This design comes from an exercise in tuning for a short achievable clock period and few clock cycles on the open sky130 flow, not from production work. No run shown here included a check of the RTL's function; only the layout flow was run. Power and IR drop assume default switching activity.

$ cat flow/design.v
module ALU (
  input  [10:0] op,     
  input         sra,    
  input  [31:0] in1,
  input  [31:0] in2,
  input  [2:0]  funct3,  
  output [31:0] sum,     
  output [31:0] ALUout,
  output        branch
);
  assign sum = in1 + in2;
  wire [32:0] minus = {1'b0, in1} - {1'b0, in2};
  wire LTU = minus[32];
  wire LT  = (in1[31] ^ in2[31]) ? in1[31] : minus[32];
  wire EQ  = (in1 == in2);
  wire [31:0] sll = in1 << in2[4:0];
  wire [31:0] sr  = $signed({sra & in1[31], in1}) >>> in2[4:0];
  assign ALUout = ({32{op[0]}} & sum)
                | ({32{op[1]}} & minus[31:0])
                | ({32{op[2]}} & sll)
                | ({32{op[3]}} & {31'b0, LT})
                | ({32{op[4]}} & {31'b0, LTU})
                | ({32{op[5]}} & (in1 ^ in2))
                | ({32{op[6]}} & sr)
                | ({32{op[7]}} & (in1 | in2))
                | ({32{op[8]}} & (in1 & in2));
  reg br;
  always @(*) case (funct3)
    3'b000:  br = EQ;
    3'b001:  br = !EQ;
    3'b100:  br = LT;
    3'b101:  br = !LT;
    3'b110:  br = LTU;
    3'b111:  br = !LTU;
    default: br = 1'b0;
  endcase
  assign branch = br;
endmodule
module registros (
  input         clk,
  input  [4:0]  readReg1,
  input  [4:0]  readReg2,
  output [31:0] reg1,
  output [31:0] reg2,
  input  [4:0]  wr_reg,    
  input  [31:0] wr_data
);
  reg [31:0] WORKREG [1:31];
  assign reg1 = (readReg1 == 5'd0) ? 32'b0 : WORKREG[readReg1];
  assign reg2 = (readReg2 == 5'd0) ? 32'b0 : WORKREG[readReg2];
  always @(posedge clk)
    if (wr_reg != 5'd0)
      WORKREG[wr_reg] <= wr_data;
endmodule
module LoadfromMEM (
  input  [1:0]  addr_LSB,
  input  [31:0] data_mem,
  input  [1:0]  data_width,  
  input         sin_signo,   
  output [31:0] data_readed
);
  wire [15:0] data_half = addr_LSB[1] ? data_mem[31:16] : data_mem[15:0];
  wire  [7:0] data_byte = addr_LSB[0] ? data_half[15:8] : data_half[7:0];
  wire signo_byte = !sin_signo & data_byte[7];
  wire signo_half = !sin_signo & data_half[15];
  assign data_readed = data_width[1] ? data_mem
                     : data_width[0] ? {{16{signo_half}}, data_half}
                     :                 {{24{signo_byte}}, data_byte};
endmodule
module RV32nexpo (
  input rst,
  input clk,
  output error,
  output end_prog,
  input  [31:0] InstrData,
  output [31:0] InstrAddr,
  input  [31:0] mem_in,
  output [31:0] mem_out,
  output [31:0] mem_address,
  output [3:0]  mem_mask,
  output mem_read,
  output mem_write
);
  reg [31:2] f_pc;       
  reg        i_v;        
  reg [31:2] i_pc;       
  reg        d_v;
  reg [31:0] d_ir;
  reg [31:2] d_pc;
  reg        halt_end, halt_err;
  assign InstrAddr = {f_pc, 2'b00};
  assign end_prog  = halt_end;
  assign error     = halt_err;
  wire halted = halt_end | halt_err;
  wire [6:0] D_opcode = d_ir[6:0];
  wire [4:0] D_rd     = d_ir[11:7];
  wire [2:0] D_funct3 = d_ir[14:12];
  wire [4:0] D_rs1    = d_ir[19:15];
  wire [4:0] D_rs2    = d_ir[24:20];
  wire D_isLOAD   = (D_opcode == 7'b0000011);
  wire D_isFENCE  = (D_opcode == 7'b0001111);
  wire D_isALUimm = (D_opcode == 7'b0010011);
  wire D_isAUIPC  = (D_opcode == 7'b0010111);
  wire D_isSTORE  = (D_opcode == 7'b0100011);
  wire D_isALUreg = (D_opcode == 7'b0110011);
  wire D_isLUI    = (D_opcode == 7'b0110111);
  wire D_isBRANCH = (D_opcode == 7'b1100011);
  wire D_isJALR   = (D_opcode == 7'b1100111);
  wire D_isJAL    = (D_opcode == 7'b1101111);
  wire D_isSYSTEM = (D_opcode == 7'b1110011);
  wire D_f3zero   = (D_funct3 == 3'b000);
  wire D_isEBREAK = D_isSYSTEM & D_f3zero & d_ir[20];
  wire D_isCSR    = D_isSYSTEM & !D_f3zero;
  wire D_isILL    = !(D_isLOAD | D_isFENCE | D_isALUimm | D_isAUIPC | D_isSTORE |
                      D_isALUreg | D_isLUI | D_isBRANCH | D_isJALR | D_isJAL |
                      D_isSYSTEM) | (D_isSYSTEM & D_f3zero & !d_ir[20]);
  wire D_use1 = D_isLOAD | D_isALUimm | D_isSTORE | D_isALUreg | D_isBRANCH |
                D_isJALR | (D_isCSR & !D_funct3[2]);
  wire D_use2 = D_isSTORE | D_isALUreg | D_isBRANCH;
  wire D_wr   = D_isLOAD | D_isALUimm | D_isAUIPC | D_isALUreg | D_isLUI |
                D_isJAL | D_isJALR | D_isCSR;
  wire [4:0] D_rdw = D_wr ? D_rd : 5'd0;
  wire [4:0] D_rs1u = D_use1 ? D_rs1 : 5'd0;
  wire [4:0] D_rs2u = D_use2 ? D_rs2 : 5'd0;
  wire [31:0] D_Iimm = {{21{d_ir[31]}}, d_ir[30:20]};
  wire [31:0] D_Simm = {{21{d_ir[31]}}, d_ir[30:25], d_ir[11:7]};
  wire [31:0] D_Bimm = {{20{d_ir[31]}}, d_ir[7], d_ir[30:25], d_ir[11:8], 1'b0};
  wire [31:0] D_Jimm = {{12{d_ir[31]}}, d_ir[19:12], d_ir[20], d_ir[30:21], 1'b0};
  wire [31:0] D_Uimm = {d_ir[31:12], 12'b0};
  wire [31:0] D_aimm = D_isSTORE ? D_Simm : D_Iimm;      
  wire [31:0] D_pimm = D_isJAL ? D_Jimm : D_isBRANCH ? D_Bimm : D_Uimm;
  wire [31:2] D_tgt  = d_pc + D_pimm[31:2];   
  wire [31:2] D_link = d_pc + 30'd1;          
  wire D_predT = D_isJAL | (D_isBRANCH & d_ir[31]);
  wire [31:0] rf1, rf2;
  reg  [31:0] r_res;
  reg  [4:0]  r_rdw;
  registros reg32 (
    .clk(clk),
    .readReg1(D_rs1), .readReg2(D_rs2),
    .reg1(rf1), .reg2(rf2),
    .wr_reg(r_rdw), .wr_data(r_res));
  reg [4:0] e_rdw, m_rdw, w_rdw;
  reg       e_ld, m_ld;
  wire h1E = (D_rs1u != 5'd0) & (D_rs1u == e_rdw);
  wire h1M = (D_rs1u != 5'd0) & (D_rs1u == m_rdw);
  wire h1W = (D_rs1u != 5'd0) & (D_rs1u == w_rdw);
  wire h1R = (D_rs1  != 5'd0) & (D_rs1  == r_rdw);
  wire h2E = (D_rs2u != 5'd0) & (D_rs2u == e_rdw);
  wire h2M = (D_rs2u != 5'd0) & (D_rs2u == m_rdw);
  wire h2W = (D_rs2u != 5'd0) & (D_rs2u == w_rdw);
  wire h2R = (D_rs2  != 5'd0) & (D_rs2  == r_rdw);
  wire D_stall = d_v & (((h1E | h2E) & e_ld) | ((h1M | h2M) & m_ld));
  wire [31:0] D_rs1v = h1R ? r_res : rf1;
  wire [31:0] D_rs2v = h2R ? r_res : rf2;
  wire        D_bimm = !(D_isALUreg | D_isBRANCH);   
  wire D_aluop = D_isALUreg | D_isALUimm;
  wire D_alt   = D_isALUreg ? d_ir[30] : (d_ir[30] & D_funct3 == 3'b101);
  wire [8:0] D_op;
  assign D_op[0] = (D_aluop & D_funct3 == 3'b000 & !(D_isALUreg & d_ir[30])) | D_isLOAD | D_isSTORE;
  assign D_op[1] = D_aluop & D_funct3 == 3'b000 & D_isALUreg & d_ir[30];
  assign D_op[2] = D_aluop & D_funct3 == 3'b001;
  assign D_op[3] = D_aluop & D_funct3 == 3'b010;
  assign D_op[4] = D_aluop & D_funct3 == 3'b011;
  assign D_op[5] = D_aluop & D_funct3 == 3'b100;
  assign D_op[6] = D_aluop & D_funct3 == 3'b101;
  assign D_op[7] = D_aluop & D_funct3 == 3'b110;
  assign D_op[8] = D_aluop & D_funct3 == 3'b111;
  wire D_usePres = D_isLUI | D_isAUIPC | D_isJAL | D_isJALR;
  wire [31:0] D_pres = D_isLUI ? D_Uimm : D_isAUIPC ? {D_tgt, 2'b00} : {D_link, 2'b00};
  wire [11:0] D_csr = d_ir[31:20];
  wire [4:0] D_csrsel;
  assign D_csrsel[0] = D_csr == 12'h800;
  assign D_csrsel[1] = D_csr == 12'hC00 || D_csr == 12'hC01;
  assign D_csrsel[2] = D_csr == 12'hC80 || D_csr == 12'hC81;
  assign D_csrsel[3] = D_csr == 12'hC02;
  assign D_csrsel[4] = D_csr == 12'hC82;
  reg        e_v, e_isBr, e_isJALR, e_isStore, e_pred, e_isCSR, e_usePres, e_sra;
  reg [8:0]  e_op;
  reg [4:0]  e_csrsel;
  reg [2:0]  e_f3;
  reg [4:0]  e_zimm;
  reg [31:0] e_a, e_b, e_s, e_pres;
  reg [31:2] e_alt;
  reg [2:0]  e_fa, e_fb, e_fs;    
  reg [31:0] m_res, w_res;
  wire [31:0] E_a = e_fa[0] ? m_res : e_fa[1] ? w_res : e_fa[2] ? r_res : e_a;
  wire [31:0] E_b = e_fb[0] ? m_res : e_fb[1] ? w_res : e_fb[2] ? r_res : e_b;
  wire [31:0] E_s = e_fs[0] ? m_res : e_fs[1] ? w_res : e_fs[2] ? r_res : e_s;
  wire [31:0] E_sum, E_alu;
  wire        E_take;
  ALU alu (
    .op({2'b00, e_op}), .sra(e_sra), .in1(E_a), .in2(E_b), .funct3(e_f3),
    .sum(E_sum), .ALUout(E_alu), .branch(E_take));
  wire E_redirect = (e_isBr & (E_take ^ e_pred)) | e_isJALR;
  wire [31:2] E_target = e_isJALR ? E_sum[31:2] : e_alt;
  reg [63:0] cycle, instret;
  reg [31:0] PWM_;
  wire [31:0] E_csrv = ({32{e_csrsel[0]}} & PWM_)
                     | ({32{e_csrsel[1]}} & cycle[31:0])
                     | ({32{e_csrsel[2]}} & cycle[63:32])
                     | ({32{e_csrsel[3]}} & instret[31:0])
                     | ({32{e_csrsel[4]}} & instret[63:32]);
  wire [31:0] E_csrsrc = e_f3[2] ? {27'b0, e_zimm} : E_a;
  wire [31:0] E_csrnew = (e_f3[1:0] == 2'b01) ? E_csrsrc
                       : (e_f3[1:0] == 2'b10) ? (PWM_ | E_csrsrc)
                       :                        (PWM_ & ~E_csrsrc);
  wire [31:0] E_res = E_alu
                    | ({32{e_usePres}} & e_pres)
                    | ({32{e_isCSR}} & E_csrv);
  wire [31:0] E_sdata = e_f3[1] ? E_s : e_f3[0] ? {2{E_s[15:0]}} : {4{E_s[7:0]}};
  wire [3:0]  E_smask = e_f3[1] ? 4'b1111
                      : e_f3[0] ? (E_sum[1] ? 4'b1100 : 4'b0011)
                      : (4'b0001 << E_sum[1:0]);
  reg [31:2] m_addr;
  reg [31:0] m_sdata;
  reg [3:0]  m_mask;
  reg        m_rd, m_wr;
  reg [2:0]  m_f3;
  reg [1:0]  m_lo;
  assign mem_address = {m_addr, 2'b00};
  assign mem_out     = m_sdata;
  assign mem_mask    = m_mask;
  assign mem_read    = m_rd;
  assign mem_write   = m_wr;
  reg        w_ld;
  reg [2:0]  w_f3;
  reg [1:0]  w_lo;
  wire [31:0] W_ldata;
  LoadfromMEM load (
    .addr_LSB(w_lo), .data_mem(mem_in), .data_width(w_f3[1:0]),
    .sin_signo(w_f3[2]), .data_readed(W_ldata));
  wire D_go   = d_v & !D_stall & !E_redirect & !halted;   
  wire D_halt = D_go & (D_isEBREAK | D_isILL);
  wire D_pass = D_go & !(D_isEBREAK | D_isILL);
  always @(posedge clk) begin
    if (rst) begin
      f_pc <= 30'd0;
      i_v  <= 1'b0;
      d_v  <= 1'b0;
    end else if (E_redirect) begin
      f_pc <= E_target;
      i_v  <= 1'b0;
      d_v  <= 1'b0;
    end else if (D_stall) begin
      if (i_v) begin            
        f_pc <= i_pc;
        i_v  <= 1'b0;
      end else begin
        f_pc <= f_pc + 30'd1;
        i_v  <= 1'b1;
      end
    end else if (d_v & D_predT) begin
      f_pc <= D_tgt;
      i_v  <= 1'b0;
      d_v  <= 1'b0;
    end else begin
      f_pc <= f_pc + 30'd1;
      i_v  <= 1'b1;
      d_v  <= i_v & !halted;
    end
    i_pc <= f_pc;
    if (!D_stall) begin
      d_ir <= InstrData;
      d_pc <= i_pc;
    end
    e_a     <= D_rs1v;
    e_b     <= D_bimm ? D_aimm : D_rs2v;
    e_s     <= D_rs2v;
    e_pres  <= D_pres;
    e_alt   <= D_predT ? D_link : D_tgt;
    e_pred  <= D_predT;
    e_op    <= D_op;
    e_sra   <= D_alt;
    e_f3    <= D_funct3;
    e_zimm  <= D_rs1;
    e_csrsel <= D_csrsel;
    e_usePres <= D_usePres;
    e_isCSR <= D_isCSR;
    e_fa    <= {h1W & !h1M & !h1E, h1M & !h1E, h1E};
    e_fb    <= D_bimm ? 3'b000 : {h2W & !h2M & !h2E, h2M & !h2E, h2E};
    e_fs    <= {h2W & !h2M & !h2E, h2M & !h2E, h2E};
    if (rst | !D_pass) begin
      e_v       <= 1'b0;
      e_isBr    <= 1'b0;
      e_isJALR  <= 1'b0;
      e_isStore <= 1'b0;
      e_ld      <= 1'b0;
      e_rdw     <= 5'd0;
    end else begin
      e_v       <= 1'b1;
      e_isBr    <= D_isBRANCH;
      e_isJALR  <= D_isJALR;
      e_isStore <= D_isSTORE;
      e_ld      <= D_isLOAD;
      e_rdw     <= D_rdw;
    end
    if (rst) begin
      halt_end <= 1'b0;
      halt_err <= 1'b0;
    end else if (D_halt) begin
      halt_end <= D_isEBREAK;
      halt_err <= D_isILL;
    end
    m_res   <= E_res;
    m_addr  <= E_sum[31:2];
    m_lo    <= E_sum[1:0];
    m_sdata <= E_sdata;
    m_mask  <= E_smask;
    m_f3    <= e_f3;
    if (rst) begin
      m_rd  <= 1'b0;
      m_wr  <= 1'b0;
      m_ld  <= 1'b0;
      m_rdw <= 5'd0;
    end else begin
      m_rd  <= e_ld;
      m_wr  <= e_isStore;
      m_ld  <= e_ld;
      m_rdw <= e_rdw;
    end
    w_res <= m_res;
    w_f3  <= m_f3;
    w_lo  <= m_lo;
    w_ld  <= m_ld;
    w_rdw <= rst ? 5'd0 : m_rdw;
    r_res <= w_ld ? W_ldata : w_res;
    r_rdw <= rst ? 5'd0 : w_rdw;
    if (rst) begin
      PWM_    <= 32'b0;
      cycle   <= 64'b0;
      instret <= 64'b0;
    end else begin
      cycle <= cycle + 64'd1;
      if (e_v) instret <= instret + 64'd1;
      if (e_v & e_isCSR & e_csrsel[0] & (e_f3[1] | (e_zimm != 5'd0))) PWM_ <= E_csrnew;
    end
  end
endmodule
$ cat flow/run.sh
#!/bin/bash
# synth_recipe.tcl (not shown) runs the flow's synth.tcl, then flattens the netlist and writes it again
# the make line also repeats each setting of config.mk as NAME=value (left out here)
make -C /OpenROAD-flow-scripts/flow DESIGN_CONFIG=/design/flow/config.mk WORK_HOME=/design/flow/orfs CLKGATE_MAP_FILE= SYNTH_SCRIPT=/design/flow/synth_recipe.tcl finish
$ cat flow/config.mk
export PLATFORM = sky130hd
export DESIGN_NAME = RV32nexpo
export DESIGN_NICKNAME = RV32nexpo
export VERILOG_FILES = /design/flow/design.v
export SDC_FILE = /design/flow/constraint.sdc
export NUM_CORES = 4
export LEC_CHECK = 0
export ABC_CLOCK_PERIOD_IN_PS = 2500
export CAP_MARGIN = 20
export CORE_MARGIN = 2
export CORE_UTILIZATION = 40
export SETUP_SLACK_MARGIN = 5
export SLEW_MARGIN = 20
$ cat flow/constraint.sdc
create_clock -name core_clock -period 10.0 [get_ports {clk}]
set_input_delay 2.0000 -clock core_clock [delete_from_list [all_inputs] [get_ports {clk}]]
set_output_delay 2.0000 -clock core_clock [all_outputs]
set_load 0.01 [all_outputs]
==> flow_summary.ini, run 1 <==
[sta]
achievable-frequency_mhz = 202
hold-worst-slack_ns = 0.337
final.min_clock_period_ns = 4.94
maxSlewHeadroom = 0.130
rsz0062_at_grt = no
finalSetupViolCount = 0
tightest_slew_ns = 1.30
hold_viol = 0
fin_setup_tns_ns = 0
fin_skew_ns = 0.0849
slew_violations = 0
timing.final.crit_share = 0.494

[logic_synthesis]
synth_area_mm2 = 0.0852
leading_post_synthesis_cells_by_cell_area = sky130_fd_sc_hd__edfxtp_1 37%, sky130_fd_sc_hd__mux4_2 15%, sky130_fd_sc_hd__dfxtp_1 15%, sky130_fd_sc_hd__mux2i_1 4.3%, sky130_fd_sc_hd__nor2_1 2.9%
post_synth_edffs = 1054
ys_dominant_reg_cell = sky130_fd_sc_hd__edfxtp_1
postSynth.asyncResetShare = 0
yosys-top-cells-count = 1054 x sky130_fd_sc_hd__edfxtp_1, 669 x sky130_fd_sc_hd__nor2_1, 625 x sky130_fd_sc_hd__dfxtp_1
syn_avg_cell_area_um2 = 12.2
synth_seq_cells = 1679
ys_types = 89
post-synth-top-area-cell = sky130_fd_sc_hd__edfxtp_1
number_of_instances_in_the_synthesized_netlist = 7005
number_of_warnings_issued_by_yosys = 3
ys_seq_area_frac = 0.518
synth_most_common_cell = sky130_fd_sc_hd__edfxtp_1
netlist.area_leader.share = 0.371

[route]
finalWirelength_mm = 326
remaining_drc_errors = 0
drt-initial-drc-count = 8372
wl_per_cell_um = 32.4
detail_route.first_pass.iterations = 7
routed_via_density = 6.30
drtAntennaViolNets = 0
vias = 63500

[clock_tree]
clk_transition_reported_paths_ns = 0.06
cts-root-buf = sky130_fd_sc_hd__clkbuf_16
cts-htree-levels = 4
cts_tree = built
total_clock_sinks = 1679
number_of_buffers_created_by_cts = 181
clkLatencyLatePin_ns = 0.87
clock_path_buffers = 3

[placement]
portBuffers = 165
finalWeightedCongestion = 1.04
dpl.hpwl_mm = 213

[cells_and_area]
final_layout_size_suffix_gt1_frac = 0.183
post-route-util = 0.463
area.growth.synth_to_final_pct = 15.2
count_of_nets_after_finishing = 7292

[setup_path]
reg2reg_slack_ns = 5.06
reg2reg_from = e_fa[0]$_DFF_P_
worst-setup-path-type = reg2reg
worst_setup_path_end_kind = flip-flop
reg2reg_to = f_pc[24]$_SDFF_PP0_
worstRegToRegCells = 15
crit_path_max_fanout = 23
startpoint_type = flip-flop
crit_required_ns = 10.77
worstPathArrival_ns = 5.71

[hold_path]
whs_endpoint = w_f3[0]$_DFF_P_
worst_hold_path.num_cells = 0
hp-start = m_f3[0]$_DFF_P_
type_of_the_most_critical_hold_path = reg2reg

[pwr]
leakagePower_uw = 0.0340
irDropWorstVdd_mv = 0.175
pwr_density_cell_mw_per_mm2 = 177
fin_total_pwr_uw = 17400

[flow_run]
maxCapViolCount = 0

[die]
placeableCoreArea_mm2 = 0.212
fp.dieW_um = 466
die_height_um = 466
floorplan.initialDensity = 0.402
rows = 169
design.portCount = 170
design.die.area_mm2 = 0.217

[status]
run_status = finished clean

[global_route]
global_route_wire_length_before_repair_mm = 455
globalRoute.totalOverflow = 0
grt_start_max_net_pins = 120
globalRouteTotalUtil = 0.292
grt_pass1_vias = 60900
number_of_antenna_violations_at_the_first_check_in_global_routing = 16
-- flip-flops by register name (all words and copies together), names as in the netlist, 30 cells and up, named ones only --
register and flops:
e_b 32, r_res 32, e_s 32, e_pres 30, e_alt 30, f_pc 30
d_pc 30, m_res 32, cycle 64, d_ir 32, m_addr 30, w_res 32
e_a 32, instret 64, i_pc 30, reg32.WORKREG 992, m_sdata 32
-- area by class of cell --
cell class | count | area (µm²)
diodes | 2 | 5.00
clock buffers | 239 | 5050
clock inverters | 99 | 1160
fillers | 18900 | 114000
inverters | 178 | 677
multi-input cells | 4633 | 39500
flip-flops and latches | 1679 | 44300
well taps | 2821 | 3530
repair buffers | 420 | 4040
-- where the power goes --
part           switching (µW)  internal, µW
logic                    1610           946
clock network            2940          4020
registers                 245          7610
total                    4790         12600
-- worst max-delay path, cell delays in order (launching register included) --
cell                        delay (ns)
sky130_fd_sc_hd__dfxtp_4          0.39
sky130_fd_sc_hd__buf_12           0.14
sky130_fd_sc_hd__nor2b_2          0.06
sky130_fd_sc_hd__buf_12           0.16
sky130_fd_sc_hd__a221o_1          0.42
sky130_fd_sc_hd__ha_4             0.26
sky130_fd_sc_hd__or3_4            0.40
sky130_fd_sc_hd__or3_4            0.40
sky130_fd_sc_hd__or4b_4           0.57
sky130_fd_sc_hd__or2_4            0.27
sky130_fd_sc_hd__a2111oi_4        0.47
sky130_fd_sc_hd__buf_4            0.19
sky130_fd_sc_hd__o221a_4          0.27
sky130_fd_sc_hd__nand2_8          0.12
sky130_fd_sc_hd__or4_4            0.54
sky130_fd_sc_hd__a31oi_1          0.15
-- worst max-delay path by stage --
stage | from | to | cells past startpoint
floorplan | e_fa[2]$_DFF_P_ | f_pc[24]$_SDFF_PP0_ | 16
global placement | e_fa[2]$_DFF_P_ | f_pc[24]$_SDFF_PP0_ | 13
detailed placement | e_fa[2]$_DFF_P_ | e_rdw[4]$_SDFF_PP0_ | 13
CTS | e_fb[0]$_SDFF_PP0_ | m_res[24]$_DFF_P_ | 18
global route | d_ir[3]$_DFFE_PP_ | f_pc[30]$_SDFF_PP0_ | 18
finish | e_fa[0]$_DFF_P_ | f_pc[24]$_SDFF_PP0_ | 15
-- metrics by stage --
stage               std cells  area [µm²]  setup WS (ns)
global placement         9648       90200           3.11
global route            10100       98200           4.99
CTS                     10000       97400           4.90
floorplan                7008       85300           5.00
finish                  10100       98200           5.06
detailed placement       9648       90200           2.94
-- layer usage --
layer | share of wire | vias up | GRT usage
met3 | 0.097 | 822 | 0.0624
li1 | - | 26900 | -
met4 | 0.066 | 12 | 0.162
met2 | 0.46 | 3721 | 0.459
met1 | 0.38 | 32000 | 0.377
met5 | 0.00019 | - | 0
-- repair_timing --
action                                  CTS  global route
pin swaps                                27            30
setup buffers                            35            40
gates cloned                              4             4
endpoints found under the setup margin  170            66
hold buffers                              0             0
gates resized for setup                 127            69
-- layout by cell type, fill, tap and decap left out, types with 164 or more instances in the layout --
master and count:
sky130_fd_sc_hd__edfxtp_1 1054, sky130_fd_sc_hd__nor2_1 629, sky130_fd_sc_hd__dfxtp_1 590, sky130_fd_sc_hd__mux4_2 559, sky130_fd_sc_hd__nand2_1 518, sky130_fd_sc_hd__a21oi_1 386
sky130_fd_sc_hd__mux2i_1 362, sky130_fd_sc_hd__o21ai_0 329, sky130_fd_sc_hd__buf_4 211, sky130_fd_sc_hd__clkbuf_16 191, sky130_fd_sc_hd__inv_1 172, sky130_fd_sc_hd__clkdlybuf4s50_1 164
-- cell families after synthesis --
family,share of synthesized area
multiplexers,0.193
adder cells (fa/ha/maj),0.0198
AO/OA/AOI/OAI,0.114
buffers and inverters,0.0310
XOR/XNOR,0.0265
flip-flops,0.518
other,0.0000440
AND/OR/NAND/NOR,0.0983
==> run 2, diff against run 1 <==
--- a/flow/design.v
+++ b/flow/design.v
@@ -89,4 +89,9 @@
   reg [31:2] d_pc;
   reg        halt_end, halt_err;
+  reg        i_fp, d_fp;   
+  reg        lb_v;
+  reg [31:2] lb_pc, lb_tgt;
+  wire       F_hit = lb_v & (f_pc == lb_pc);
+  wire [31:2] F_next = F_hit ? lb_tgt : f_pc + 30'd1;
   assign InstrAddr = {f_pc, 2'b00};
   assign end_prog  = halt_end;
@@ -132,5 +137,11 @@
   wire [31:2] D_tgt  = d_pc + D_pimm[31:2];   
   wire [31:2] D_link = d_pc + 30'd1;          
-  wire D_predT = D_isJAL | (D_isBRANCH & d_ir[31]);
+  wire D_brShort  = D_isBRANCH & !d_ir[31] & (d_ir[30:25] == 6'd0) & !d_ir[7] &
+                    !d_ir[8] & (d_ir[11:9] != 3'd0) & (d_ir[11:9] <= 3'd4);
+  wire [1:0] D_brK = d_ir[10:9] - 2'd1;    
+  wire D_jalShort = D_isJAL & !d_ir[31] & (d_ir[30:24] == 7'd0) & (d_ir[19:12] == 8'd0) &
+                    !d_ir[20] & !d_ir[21] & (d_ir[23:22] != 2'd0);
+  wire [1:0] D_jalK = d_ir[23:22] - 2'd1;  
+  wire D_predT = (D_isJAL & !D_jalShort) | (D_isBRANCH & d_ir[31]);
   wire [31:0] rf1, rf2;
   reg  [31:0] r_res;
@@ -142,5 +153,6 @@
     .wr_reg(r_rdw), .wr_data(r_res));
   reg [4:0] e_rdw, m_rdw, w_rdw;
-  reg       e_ld, m_ld;
+  reg       e_ld, m_ld, w_ld;
+  reg [31:0] m_res, w_res;
   wire h1E = (D_rs1u != 5'd0) & (D_rs1u == e_rdw);
   wire h1M = (D_rs1u != 5'd0) & (D_rs1u == m_rdw);
@@ -151,7 +163,10 @@
   wire h2W = (D_rs2u != 5'd0) & (D_rs2u == w_rdw);
   wire h2R = (D_rs2  != 5'd0) & (D_rs2  == r_rdw);
-  wire D_stall = d_v & (((h1E | h2E) & e_ld) | ((h1M | h2M) & m_ld));
-  wire [31:0] D_rs1v = h1R ? r_res : rf1;
-  wire [31:0] D_rs2v = h2R ? r_res : rf2;
+  reg  [1:0] kill_cnt;    
+  wire D_stall = d_v & (kill_cnt == 2'd0) & (((h1E | h2E) & e_ld) | ((h1M | h2M) & m_ld));
+  wire [31:0] D_rs1v = h1M ? m_res : h1W ? w_res : h1R ? r_res : rf1;
+  wire [31:0] D_rs2v = h2M ? m_res : h2W ? w_res : h2R ? r_res : rf2;
+  wire [1:0]  D_f1 = {h1W & w_ld & !h1M & !h1E, h1E};
+  wire [1:0]  D_f2 = {h2W & w_ld & !h2M & !h2E, h2E};
   wire        D_bimm = !(D_isALUreg | D_isBRANCH);   
   wire D_aluop = D_isALUreg | D_isALUimm;
@@ -176,4 +191,6 @@
   assign D_csrsel[3] = D_csr == 12'hC02;
   assign D_csrsel[4] = D_csr == 12'hC82;
+  reg        e_brShort;
+  reg [1:0]  e_brK;
   reg        e_v, e_isBr, e_isJALR, e_isStore, e_pred, e_isCSR, e_usePres, e_sra;
   reg [8:0]  e_op;
@@ -183,9 +200,8 @@
   reg [31:0] e_a, e_b, e_s, e_pres;
   reg [31:2] e_alt;
-  reg [2:0]  e_fa, e_fb, e_fs;    
-  reg [31:0] m_res, w_res;
-  wire [31:0] E_a = e_fa[0] ? m_res : e_fa[1] ? w_res : e_fa[2] ? r_res : e_a;
-  wire [31:0] E_b = e_fb[0] ? m_res : e_fb[1] ? w_res : e_fb[2] ? r_res : e_b;
-  wire [31:0] E_s = e_fs[0] ? m_res : e_fs[1] ? w_res : e_fs[2] ? r_res : e_s;
+  reg [1:0]  e_fa, e_fb, e_fs;    
+  wire [31:0] E_a = e_fa[0] ? m_res : e_fa[1] ? r_res : e_a;
+  wire [31:0] E_b = e_fb[0] ? m_res : e_fb[1] ? r_res : e_b;
+  wire [31:0] E_s = e_fs[0] ? m_res : e_fs[1] ? r_res : e_s;
   wire [31:0] E_sum, E_alu;
   wire        E_take;
@@ -193,5 +209,6 @@
     .op({2'b00, e_op}), .sra(e_sra), .in1(E_a), .in2(E_b), .funct3(e_f3),
     .sum(E_sum), .ALUout(E_alu), .branch(E_take));
-  wire E_redirect = (e_isBr & (E_take ^ e_pred)) | e_isJALR;
+  wire E_redirect = (e_isBr & !e_brShort & (E_take ^ e_pred)) | e_isJALR;
+  wire E_skip     = e_isBr & e_brShort & E_take & (e_brK != 2'd0);   
   wire [31:2] E_target = e_isJALR ? E_sum[31:2] : e_alt;
   reg [63:0] cycle, instret;
@@ -224,5 +241,4 @@
   assign mem_read    = m_rd;
   assign mem_write   = m_wr;
-  reg        w_ld;
   reg [2:0]  w_f3;
   reg [1:0]  w_lo;
@@ -232,6 +248,10 @@
     .sin_signo(w_f3[2]), .data_readed(W_ldata));
   wire D_go   = d_v & !D_stall & !E_redirect & !halted;   
-  wire D_halt = D_go & (D_isEBREAK | D_isILL);
-  wire D_pass = D_go & !(D_isEBREAK | D_isILL);
+  wire D_kill = (kill_cnt != 2'd0) | E_skip;
+  wire D_halt = D_go & !D_kill & (D_isEBREAK | D_isILL);
+  wire D_pass = D_go & !D_kill & !(D_isEBREAK | D_isILL);
+  wire D_fpbad = d_fp & (D_kill | !(D_isBRANCH & d_ir[31]));
+  wire D_redir = d_v & (D_fpbad | (D_predT & !d_fp & !D_kill));
+  wire [31:2] D_rtgt = d_fp ? D_link : D_tgt;
   always @(posedge clk) begin
     if (rst) begin
@@ -248,20 +268,29 @@
         i_v  <= 1'b0;
       end else begin
-        f_pc <= f_pc + 30'd1;
+        f_pc <= F_next;
         i_v  <= 1'b1;
       end
-    end else if (d_v & D_predT) begin
-      f_pc <= D_tgt;
+    end else if (D_redir) begin
+      f_pc <= D_rtgt;
       i_v  <= 1'b0;
       d_v  <= 1'b0;
     end else begin
-      f_pc <= f_pc + 30'd1;
+      f_pc <= F_next;
       i_v  <= 1'b1;
       d_v  <= i_v & !halted;
     end
     i_pc <= f_pc;
+    i_fp <= F_hit;
     if (!D_stall) begin
       d_ir <= InstrData;
       d_pc <= i_pc;
+      d_fp <= i_fp;
+    end
+    if (rst)
+      lb_v <= 1'b0;
+    else if (!E_redirect & !D_stall & D_redir & D_predT & !d_fp & D_isBRANCH) begin
+      lb_v   <= 1'b1;
+      lb_pc  <= d_pc;
+      lb_tgt <= D_tgt;
     end
     e_a     <= D_rs1v;
@@ -278,7 +307,7 @@
     e_usePres <= D_usePres;
     e_isCSR <= D_isCSR;
-    e_fa    <= {h1W & !h1M & !h1E, h1M & !h1E, h1E};
-    e_fb    <= D_bimm ? 3'b000 : {h2W & !h2M & !h2E, h2M & !h2E, h2E};
-    e_fs    <= {h2W & !h2M & !h2E, h2M & !h2E, h2E};
+    e_fa    <= D_f1;
+    e_fb    <= D_bimm ? 2'b00 : D_f2;
+    e_fs    <= D_f2;
     if (rst | !D_pass) begin
       e_v       <= 1'b0;
@@ -296,4 +325,14 @@
       e_rdw     <= D_rdw;
     end
+    if (rst | E_redirect)
+      kill_cnt <= 2'd0;
+    else if (E_skip)
+      kill_cnt <= e_brK - {1'b0, d_v & !D_stall};
+    else if (kill_cnt != 2'd0)
+      kill_cnt <= kill_cnt - {1'b0, d_v & !halted};
+    else if (D_pass & D_jalShort)
+      kill_cnt <= D_jalK;
+    e_brShort <= D_brShort;
+    e_brK     <= D_brK;
     if (rst) begin
       halt_end <= 1'b0;
==> flow/flow/run.sh (new file) <==
#!/bin/bash
# The standard layout (standard.sh: ORFS synthesis to final), with only
# the setup repair target raised: repair_timing works until the worst setup
# slack is SETUP_SLACK_MARGIN ns (or it can do no better). The clock, its
# period and the I/O constraints are the standard flow's, unchanged.
set -euo pipefail
bash standard.sh SETUP_SLACK_MARGIN=6.5 finish > orfs_make.log 2>&1
==> flow/standard.sh (new file) <==
#!/bin/bash
# synth_recipe.tcl (not shown) runs the flow's synth.tcl, then flattens the netlist and writes it again
# the make line also repeats each setting of config.mk as NAME=value (left out here)
make -C /OpenROAD-flow-scripts/flow DESIGN_CONFIG=/design/flow/config.mk WORK_HOME=/design/flow/orfs CLKGATE_MAP_FILE= SYNTH_SCRIPT=/design/flow/synth_recipe.tcl "${@:-finish}"
--- a/flow/config.mk
+++ b/flow/config.mk
@@ -10,4 +10,3 @@
 export CORE_MARGIN = 2
 export CORE_UTILIZATION = 40
-export SETUP_SLACK_MARGIN = 5
 export SLEW_MARGIN = 20
removed: flow/run.sh
==> flow_summary.ini, run 2 <==
[status]
run_status = finished clean

[global_route]
number_of_antenna_violations_at_the_first_check_in_global_routing = 24
global_route_wire_length_before_repair_mm = 512
globalRouteTotalUtil = 0.322
grt_start_max_net_pins = 85
grt_pass1_vias = 66100
globalRoute.totalOverflow = 0

[setup_path]
critical_path.cell_chain = buf_8, mux2i_1, o21a_1, ha_2, nor4_4, nand4_1, o21a_1, a211o_1, buf_4, nor4_4, buf_6, nor4_4, buf_4, buf_6, nand3b_1, nor2_1, a2111o_1
cpLargestDelayFamily = simple AND/OR/NAND/NOR gates
crit_required_ns = 10.78
worst_setup_path_end_kind = flip-flop
critical_path.most_common_cell = sky130_fd_sc_hd__nor4_4
crit_path_max_fanout = 15
largest_stage_delay_on_the_critical_path_ns = 0.44
critical_path_buf_inv_count = 5
startpoint_type = flip-flop
worstPathArrival_ns = 5.37
worst-setup-path-type = reg2reg
worst_path_max_delay_cell = sky130_fd_sc_hd__ha_2

[die]
rows = 172
die_height_um = 474
fp.dieW_um = 474
design.die.area_mm2 = 0.225
design.portCount = 170
floorplan.initialDensity = 0.403
placeableCoreArea_mm2 = 0.220

[logic_synthesis]
post_synth_edffs = 1115
syn_avg_cell_area_um2 = 12.2
synth_most_common_cell = sky130_fd_sc_hd__edfxtp_1
ys_types = 94
synth_seq_cells = 1744
netlist.area_leader.share = 0.378
yosys-top-cells-count = 1115 x sky130_fd_sc_hd__edfxtp_1, 648 x sky130_fd_sc_hd__nor2_1, 629 x sky130_fd_sc_hd__dfxtp_1
leading_post_synthesis_cells_by_cell_area = sky130_fd_sc_hd__edfxtp_1 38%, sky130_fd_sc_hd__mux4_2 14%, sky130_fd_sc_hd__dfxtp_1 14%, sky130_fd_sc_hd__mux2i_1 4.7%, sky130_fd_sc_hd__nor2_1 2.7%
synth_area_mm2 = 0.0885
number_of_warnings_issued_by_yosys = 3
ys_seq_area_frac = 0.521
number_of_instances_in_the_synthesized_netlist = 7227
ys_dominant_reg_cell = sky130_fd_sc_hd__edfxtp_1
post-synth-top-area-cell = sky130_fd_sc_hd__edfxtp_1
postSynth.asyncResetShare = 0

[route]
drtAntennaViolNets = 0
remaining_drc_errors = 0
finalWirelength_mm = 374
routed_via_density = 6.45
wl_per_cell_um = 34.8
drt-initial-drc-count = 9801
vias = 69500
detail_route.first_pass.iterations = 8

[sta]
fin_skew_ns = 0.0817
final.min_clock_period_ns = 4.59
setup_slack_ns = 5.41
timing.final.crit_share = 0.459
fin_setup_tns_ns = 0
hold_viol = 0
maxSlewHeadroom = 0.175
tightest_slew_ns = 1.23
finalSetupViolCount = 0
slew_violations = 0
rsz0062_at_grt = yes
hold-worst-slack_ns = 0.330
achievable-frequency_mhz = 218

[clock_tree]
number_of_buffers_created_by_cts = 187
cts_tree = built
clkLatencyLatePin_ns = 0.89
clock_path_buffers = 3
cts-htree-levels = 4
clk_transition_reported_paths_ns = 0.06
cts-root-buf = sky130_fd_sc_hd__clkbuf_16
total_clock_sinks = 1744

[placement]
placed_cells = 10000
finalWeightedCongestion = 1.02
portBuffers = 165
detailedPlace.worstSlack_ns = 3.62
dpl.hpwl_mm = 232

[pwr]
irDropWorstVdd_mv = 0.180
leakagePower_uw = 0.0382
pwr_density_cell_mw_per_mm2 = 168

[cells_and_area]
largest_reg_flops = 992
top_regs = reg32.WORKREG x992, cycle x64, instret x64
layout.cells.non_filler = 10800
layout.cells.most_common = sky130_fd_sc_hd__edfxtp_1
layout.cells.most_common_list = 1115 x sky130_fd_sc_hd__edfxtp_1, 589 x sky130_fd_sc_hd__nor2_1, 566 x sky130_fd_sc_hd__mux4_2
count_of_nets_after_finishing = 7858
registers.top_by_ff_count = reg32.WORKREG
final_layout_size_suffix_gt1_frac = 0.282
area.growth.synth_to_final_pct = 23.3

[flow_run]
maxCapViolCount = 0

[hold_path]
type_of_the_most_critical_hold_path = reg2reg
[run 2: cell count changes after synthesis, moves of 46 or more]
cell | before | now
sky130_fd_sc_hd__mux2i_1 | 362 | 412
sky130_fd_sc_hd__a21oi_1 | 389 | 468
sky130_fd_sc_hd__nand2_1 | 519 | 573
sky130_fd_sc_hd__edfxtp_1 | 1054 | 1115
sky130_fd_sc_hd__xnor2_1 | 118 | 164
sky130_fd_sc_hd__nor2b_1 | 143 | 72
sky130_fd_sc_hd__clkbuf_1 | 413 | 360
sky130_fd_sc_hd__o21a_1 | 13 | 61
[run 2: where the power goes]
group,leakage [µW],internal (µW),switching (µW)
Combinational,0.0194,1160,1800
Clock,0.00317,4200,3110
Sequential,0.0156,7850,242
[run 2: path summary, 6_finish.rpt]
path                 startpoint                   to  slack [ns]  cells after the start
max          e_fb[1]$_SDFF_PP0_  f_pc[31]$_SDFF_PP0_        5.41                     17
min             m_f3[0]$_DFF_P_      w_f3[0]$_DFF_P_        0.33                      0
max reg2reg  e_fb[1]$_SDFF_PP0_  f_pc[31]$_SDFF_PP0_        5.41                     17
min reg2reg     m_f3[0]$_DFF_P_      w_f3[0]$_DFF_P_        0.33                      0
[run 2: metal layers]
metal | global-route usage | wire [µm] | vias to the layer above
met5 | 0 | 80 | -
met4 | 0.212 | 29700 | 14
met2 | 0.481 | 164000 | 4640
met1 | 0.424 | 141000 | 35200
met3 | 0.0668 | 40200 | 1082
li1 | - | - | 28500
[run 2: final cells by class]
type / count / area, µm²
fill: 18900 / 111000
sequential: 1744 / 46400
multi-input combinational: 4772 / 43700
timing repair buffer: 751 / 8010
clock buffer: 267 / 5500
tap: 2958 / 3700
clock inverter: 80 / 1020
inverter: 197 / 795
timing repair inverter: 2 / 17.5
antenna: 5 / 12.5
[run 2: kinds of logic (layout without fill, tap and decap cells)]
kind of cell | count (synthesis) | count (layout) | share of synthesized area
AOI/OAI and AO/OA | 1529 | 1533 | 0.112
xor gates and xnor gates | 296 | 296 | 0.0293
adders and majority gates | 137 | 137 | 0.0196
buffers and inverters | 718 | 1297 | 0.0314
DFF | 1744 | 1744 | 0.521
muxes | 1017 | 1017 | 0.196
other | 1 | 9 | 0.0000424
and+or+nand+nor | 1785 | 1785 | 0.0908
[run 2: per-stage QoR]
| stage | utilization | area [µm²] | power (µW) |
|---|---|---|---|
| after floorplan | - | 89200 | 9510 |
| after global routing | 0.496 | 109000 | 18800 |
| after detailed placement | 0.428 | 94000 | 10600 |
| final | 0.496 | 109000 | 18400 |
| after global placement | 0.428 | 94000 | 10600 |
| after CTS | 0.486 | 107000 | 18100 |
[run 2: worst reg2reg max path, delay by kind of cell, from the launching register on]
kind / cells / cell delay [ns]
adders and majority gates: 1 / 0.44
and+or+nand+nor: 6 / 1.32
AOI/OAI and AO/OA: 4 / 1.24
DFF: 1 / 0.41
buffers and inverters: 5 / 0.85
muxes: 1 / 0.21
[run 2: what timing repair did]
action / in CTS / in global routing
pin swaps: 148 / 141
endpoints found under the setup margin: 594 / 369
gates cloned: 36 / 9
hold buffers: 0 / 0
setup buffers: 282 / 91
resized for setup: 1001 / 301

==> what the ideal ports hide <==
How much do the figures lean on ideal ports? The routed layouts below were timed once more, with nothing changed but the port constraints.
Step 1 sets driving cells, clkbuf_16 on the clock port and buf_2 on the other inputs (assumed; they add their load-dependent delay and slew).
Step 2 moves the port delays by t, midway between the first and last clock arrival at a register: inputs arrive t later, outputs are due t later. That takes back most of the time a late clock gives input paths.
a / b / c = no drivers / after step 1 / after step 2; a / b = the first two.
| run | t, ns | slack for setup (ns) | worst setup path at the end | latest minus earliest clock arrival (ns) | slew at the worst register clock pin (ns) |
|---|---|---|---|---|---|
| run 1 | 0.914 | 5.061 / 5.061 / 5.061 | register to register | 0.087 / 0.087 | 0.07 / 0.07 |
| run 2 | 0.954 | 5.406 / 5.406 / 5.406 | register to register | 0.100 / 0.100 | 0.07 / 0.07 |
After both steps every run listed still meets setup and hold.
